From an optimization exercise on the open Yosys and OpenROAD flow, aimed at small area, a short achievable clock period and few clock cycles per item; shortcuts taken in it are not production practice.

==> cedar <==
==> flow/design.v (excerpt) <==
module requant_top (
    input  wire        clk,
    input  wire        rst,
    input  wire [31:0] in_A_tdata,
    input  wire        in_A_tlast,
    input  wire        in_A_tvalid,
    output wire        in_A_tready,
    input  wire [31:0] in_bias_tdata,
    input  wire        in_bias_tlast,
    input  wire        in_bias_tvalid,
    output wire        in_bias_tready,
    input  wire [31:0] in_m_tdata,
    input  wire        in_m_tlast,
    input  wire        in_m_tvalid,
    output wire        in_m_tready,
    input  wire [7:0]  in_e_tdata,
    input  wire        in_e_tlast,
    input  wire        in_e_tvalid,
    output wire        in_e_tready,
    output wire [7:0]  out_D_tdata,
    output wire        out_D_tlast,
    output wire        out_D_tvalid,
    input  wire        out_D_tready
);
requant #(
    .D_W      (8),
    .D_W_ACC  (32),
    .OUT_BITS (8),
    .CLIP     (1)
) requant_QKV (
    .clk            (clk),
    .rst            (rst),
    .in_A_tdata     (in_A_tdata),
    .in_A_tlast     (in_A_tlast),
    .in_A_tvalid    (in_A_tvalid),
    .in_A_tready    (in_A_tready),
    .in_bias_tdata  (in_bias_tdata),
    .in_bias_tlast  (in_bias_tlast),
    .in_bias_tvalid (in_bias_tvalid),
    .in_bias_tready (in_bias_tready),
    .in_m_tdata     (in_m_tdata),
    .in_m_tlast     (in_m_tlast),
    .in_m_tvalid    (in_m_tvalid),
    .in_m_tready    (in_m_tready),
    .in_e_tdata     (in_e_tdata),
    .in_e_tlast     (in_e_tlast),
    .in_e_tvalid    (in_e_tvalid),
    .in_e_tready    (in_e_tready),
    .out_D_tdata    (out_D_tdata),
    .out_D_tlast    (out_D_tlast),
    .out_D_tvalid   (out_D_tvalid),
    .out_D_tready   (out_D_tready)
);
endmodule
clock: 9.0 ns
lec_check: 0
cap_margin: 20
core_margin: 2
core_utilization: 65
setup_slack_margin: 5
slew_margin: 20
standard.sh (not shown) runs the stock make flow with config.mk's settings and CLKGATE_MAP_FILE= SYNTH_SCRIPT=/design/flow/synth_recipe.tcl, a recipe that flattens the netlist after the stock synthesis.
==> flow/flow/run.sh <==
#!/bin/bash
set -euo pipefail
MARGIN=5.6
EXTRA="'BUFFER_PORTS_ARGS=-buffer_cell sky130_fd_sc_hd__buf_2'"
sed -e "s/SETUP_SLACK_MARGIN=[-0-9.]*/SETUP_SLACK_MARGIN=${MARGIN}/" \
    -e "s|\"\${@:-finish}\"|${EXTRA} \"\${@:-finish}\"|" standard.sh > standard_mod.sh
grep -q "SETUP_SLACK_MARGIN=${MARGIN}" standard_mod.sh
grep -q "BUFFER_PORTS_ARGS" standard_mod.sh
bash standard_mod.sh synth > flow_synth.log 2>&1
RES="$PWD/orfs/results/${FLOW_PLATFORM:-sky130hd}/requant_top/base"
cp "$RES/1_synth.odb" "$RES/1_synth_std.odb"
openroad -python -exit flow/fa_polarity.py "$RES/1_synth_std.odb" "$RES/1_synth.odb" > fa_polarity.log 2>&1
touch "$RES/1_synth.sdc"
bash standard_mod.sh > flow_make.log 2>&1
Other scripts of this flow, unchanged in this note and not shown: flow/flow/fa_polarity.py
==> inputs of harbor, as changes to cedar <==
--- a/flow/design.v
+++ b/flow/design.v
@@ -3487,21 +3487,21 @@
 assign tc1054 = q2[182] & q2[183];
 assign ts1055 = q2[184] ^ q2[185];
 assign tc1056 = q2[184] & q2[185];
 wire [63:0] rs = {tc1056, tc1054, tc1052, tc1050, tc1048, tc1046, tc1044, tc1042, tc1040, tc1038, tc1036, tc1034, tc1032, tc1030, tc1028, tc1026, tc1024, tc1022, tc1020, tc1018, tc1016, tc1014, tc1012, tc1010, tc1008, tc1006, tc1004, tc1002, tc1000, tc998, tc996, tc994, tc992, tc990, tc988, tc986, tc984, tc982, tc980, tc978, tc976, tc974, tc972, tc970, tc968, tc966, tc964, ts963, q2[29], q2[27], q2[25], q2[23], q2[21], q2[19], q2[17], q2[15], q2[13], q2[11], q2[9], q2[7], q2[5], q2[3], q2[2], q2[0]};
 wire [63:0] rc = {1'b1, ts1055, ts1053, ts1051, ts1049, ts1047, ts1045, ts1043, ts1041, ts1039, ts1037, ts1035, ts1033, ts1031, ts1029, ts1027, ts1025, ts1023, ts1021, ts1019, ts1017, ts1015, ts1013, ts1011, ts1009, ts1007, ts1005, ts1003, ts1001, ts999, ts997, ts995, ts993, ts991, ts989, ts987, ts985, ts983, ts981, ts979, ts977, ts975, ts973, ts971, ts969, ts967, ts965, q2[94], q2[30], q2[28], q2[26], q2[24], q2[22], q2[20], q2[18], q2[16], q2[14], q2[12], q2[10], q2[8], q2[6], q2[4], 1'b0, q2[1]};
-reg  [43:0] lo3;
-reg  [19:0] hs3;
+reg  [39:0] lo3;
+reg  [23:0] hs3;
 reg         c3;
 reg  [6:0]  sh3;
 reg         nr3;
 always @(posedge clk) begin
-    {c3, lo3} <= {1'b0, rs[43:0]} + {1'b0, rc[43:0]};
-    hs3 <= rs[63:44] + rc[63:44];
+    {c3, lo3} <= {1'b0, rs[39:0]} + {1'b0, rc[39:0]};
+    hs3 <= rs[63:40] + rc[63:40];
     sh3 <= sh2; nr3 <= nr2; l3 <= l2;
 end
-wire [19:0] hi4 = hs3 + {19'd0, c3};
+wire [23:0] hi4 = hs3 + {23'd0, c3};
 wire [63:0] mul = {hi4, lo3};
 wire        sgn = mul[63];
 wire [64:0] t6 = {mul, 1'b0};
 wire [63:0] t5;
 assign t5[0] = sh3[6] ? sgn : sh3[5] ? t6[32] : t6[0];
==> comparison table <==
Outcome: harbor timing/DRC/antenna clean; cedar timing/DRC/antenna clean
Initial Utilization: harbor 65.9%; cedar 65.6%
Number of global-route vias before repair: harbor 34,500; cedar 35,000
Grt met1 use: harbor 44.6%; cedar 46.2%
Met2 WL post-DR: harbor 57.3 mm; cedar 60.8 mm
Estimated wirelength of the detail-placed design: harbor 82.8 mm; cedar 85.1 mm
Actual transition at the worst max-transition pin: harbor 1.09 ns; cedar 1.08 ns
Critical hold path startpoint: harbor requant_QKV.sh2[3]; cedar requant_QKV.sh2[2]
Post-Syn Area per Cell: harbor 10.7 um2; cedar 10.6 um2
Cells resized by post-CTS repair: harbor 77; cedar 71
Required arrival time at the worst endpoint: harbor 9.55 ns; cedar 9.56 ns
Sequential portion of the cell area: harbor 29.8%; cedar 29.3%
Last weighted congestion value of the routability-driven placer: harbor 0.921; cedar 0.947
Function was not checked in any run of this note: the RTL went through the layout flow alone.

========
==> delta: inputs <==
Another version of the RTL of requant_top (not shown whole).
// requant_top
module requant_top (
    input  wire        clk,
    input  wire        rst,
    input  wire [31:0] in_A_tdata,
    input  wire        in_A_tlast,
    input  wire        in_A_tvalid,
    output wire        in_A_tready,
    input  wire [31:0] in_bias_tdata,
    input  wire        in_bias_tlast,
    input  wire        in_bias_tvalid,
    output wire        in_bias_tready,
    input  wire [31:0] in_m_tdata,
    input  wire        in_m_tlast,
    input  wire        in_m_tvalid,
    output wire        in_m_tready,
    input  wire [7:0]  in_e_tdata,
    input  wire        in_e_tlast,
    input  wire        in_e_tvalid,
    output wire        in_e_tready,
    output wire [7:0]  out_D_tdata,
    output wire        out_D_tlast,
    output wire        out_D_tvalid,
    input  wire        out_D_tready
);
requant #(
    .D_W      (8),
    .D_W_ACC  (32),
    .OUT_BITS (8),
    .CLIP     (1)
) requant_QKV (
    .clk            (clk),
    .rst            (rst),
    .in_A_tdata     (in_A_tdata),
    .in_A_tlast     (in_A_tlast),
    .in_A_tvalid    (in_A_tvalid),
    .in_A_tready    (in_A_tready),
    .in_bias_tdata  (in_bias_tdata),
    .in_bias_tlast  (in_bias_tlast),
    .in_bias_tvalid (in_bias_tvalid),
    .in_bias_tready (in_bias_tready),
    .in_m_tdata     (in_m_tdata),
    .in_m_tlast     (in_m_tlast),
    .in_m_tvalid    (in_m_tvalid),
    .in_m_tready    (in_m_tready),
    .in_e_tdata     (in_e_tdata),
    .in_e_tlast     (in_e_tlast),
    .in_e_tvalid    (in_e_tvalid),
    .in_e_tready    (in_e_tready),
    .out_D_tdata    (out_D_tdata),
  ...
==> flow/config.mk <==
export PLATFORM = sky130hd
export DESIGN_NAME = requant_top
export DESIGN_NICKNAME = requant_top
export VERILOG_FILES = /design/flow/design.v
export SDC_FILE = /design/flow/constraint.sdc
export NUM_CORES = 4
export LEC_CHECK = 0
export CAP_MARGIN = 20
export CORE_MARGIN = 2
export CORE_UTILIZATION = 40
export SLEW_MARGIN = 20
==> flow/constraint.sdc <==
create_clock -name core_clock -period 9.0 [get_ports {clk}]
set_input_delay 1.8000 -clock core_clock [delete_from_list [all_inputs] [get_ports {clk}]]
set_output_delay 1.8000 -clock core_clock [all_outputs]
set_load 0.01 [all_outputs]
run.sh (not shown) runs the stock make flow with config.mk's settings and CLKGATE_MAP_FILE= SYNTH_SCRIPT=/design/flow/synth_recipe.tcl, a recipe that flattens the netlist after the stock synthesis.
Stock flow here: none of the scripts above is used.
==> ember: changes against delta <==
--- a/flow/config.mk
+++ b/flow/config.mk
@@ -5,7 +5,9 @@
 export SDC_FILE = /design/flow/constraint.sdc
 export NUM_CORES = 4
 export LEC_CHECK = 0
+export ABC_CLOCK_PERIOD_IN_PS = 4000
 export CAP_MARGIN = 20
 export CORE_MARGIN = 2
 export CORE_UTILIZATION = 40
+export SETUP_SLACK_MARGIN = 5
 export SLEW_MARGIN = 20
==> notes <==
Between ember and delta, the lower non-clock buffer count is in delta (gap 230). Routed wire length: ember is larger than delta (13%). In ember the final area is higher than in delta, by 13%. In synthesized cell count, ember and delta do not differ. Between delta and ember, the lower maximum frequency is in delta (gap about 20%, measured against ember). Area after synthesis is the same in ember and delta. Between ember and delta, the lower hold slack is in delta (gap 1.5 ps). In critical path depth, delta and ember do not differ. In ember the via count is larger than in delta, by 6.5%. In delta the setup slack is lower than in ember, by 1000 ps.
==> figures <==
quantity	ember	delta
Worst setup endpoint	requant_QKV.C2[39]$_DFF_P_	requant_QKV.C2[35]$_DFF_P_
Final area over synthesized area	1.234x	1.089x
Met2 Use GR	45.2%	42.4%
Post-place setup slack	4130 ps	3890 ps
Slew headroom	20.8%	25.5%
Initial drt markers	4526	4196
Unrepaired setup endpoints after global routing	yes	no
Design area	0.0521 mm^2	0.0460 mm^2
Beginning of the critical path	requant_QKV.X[31]$_DFF_P_	requant_QKV.one[0]$_DFF_P_
Status	timing/DRC/antenna clean	timing/DRC/antenna clean
Cell Count, Final, Fillers Out	5985	5753
Arrival time of the worst setup path	4680 ps	5620 ps
# resized after CTS	419	0
Vias/cell	6.27	6.13
Setup slack on the worst flop-to-flop path	4890 ps	3870 ps
Utilization of the core after routing	49.6%	43.8%
Relative area of non-clock buffer cells in the final design	10.3%	4.19%
No functional check of the RTL was part of any run of this note.

-- afterwards: timing with drivers on the ports --
The results above use ideal ports. As a check the final layouts listed here were re-extracted and re-timed, cells and wires unchanged. Step 1 (the two cells are an assumption about what drives the block):
set clk [get_ports {clk}]
set_driving_cell -lib_cell sky130_fd_sc_hd__clkbuf_16 $clk
set_driving_cell -lib_cell sky130_fd_sc_hd__buf_2 [delete_from_list [all_inputs] $clk]
Step 2 also shifts input and output timing later by t, the mid clock arrival at the registers, as if the neighbouring blocks saw the same clock. Three values: ideal, step 1, step 2; two values: the first two.
run | shift t [ns] | slack for setup (ns) | worst setup path after step 2 | clock arrival spread, ns
cedar | 0.701 | 5.316 / 5.316 / 5.316 | register to register | 0.022 / 0.022
harbor | 0.688 | 5.491 / 5.491 / 5.324 | input to register | 0.028 / 0.028
delta | 0.698 | 3.869 / 3.869 / 3.869 | register to register | 0.056 / 0.056
ember | 0.707 | 4.892 / 4.892 / 4.712 | input to register | 0.052 / 0.053
After both steps every run listed still meets setup and hold. The setup slack of ember, which loses most, moves by 0.000 ns with the drivers and by -0.180 ns with both steps.
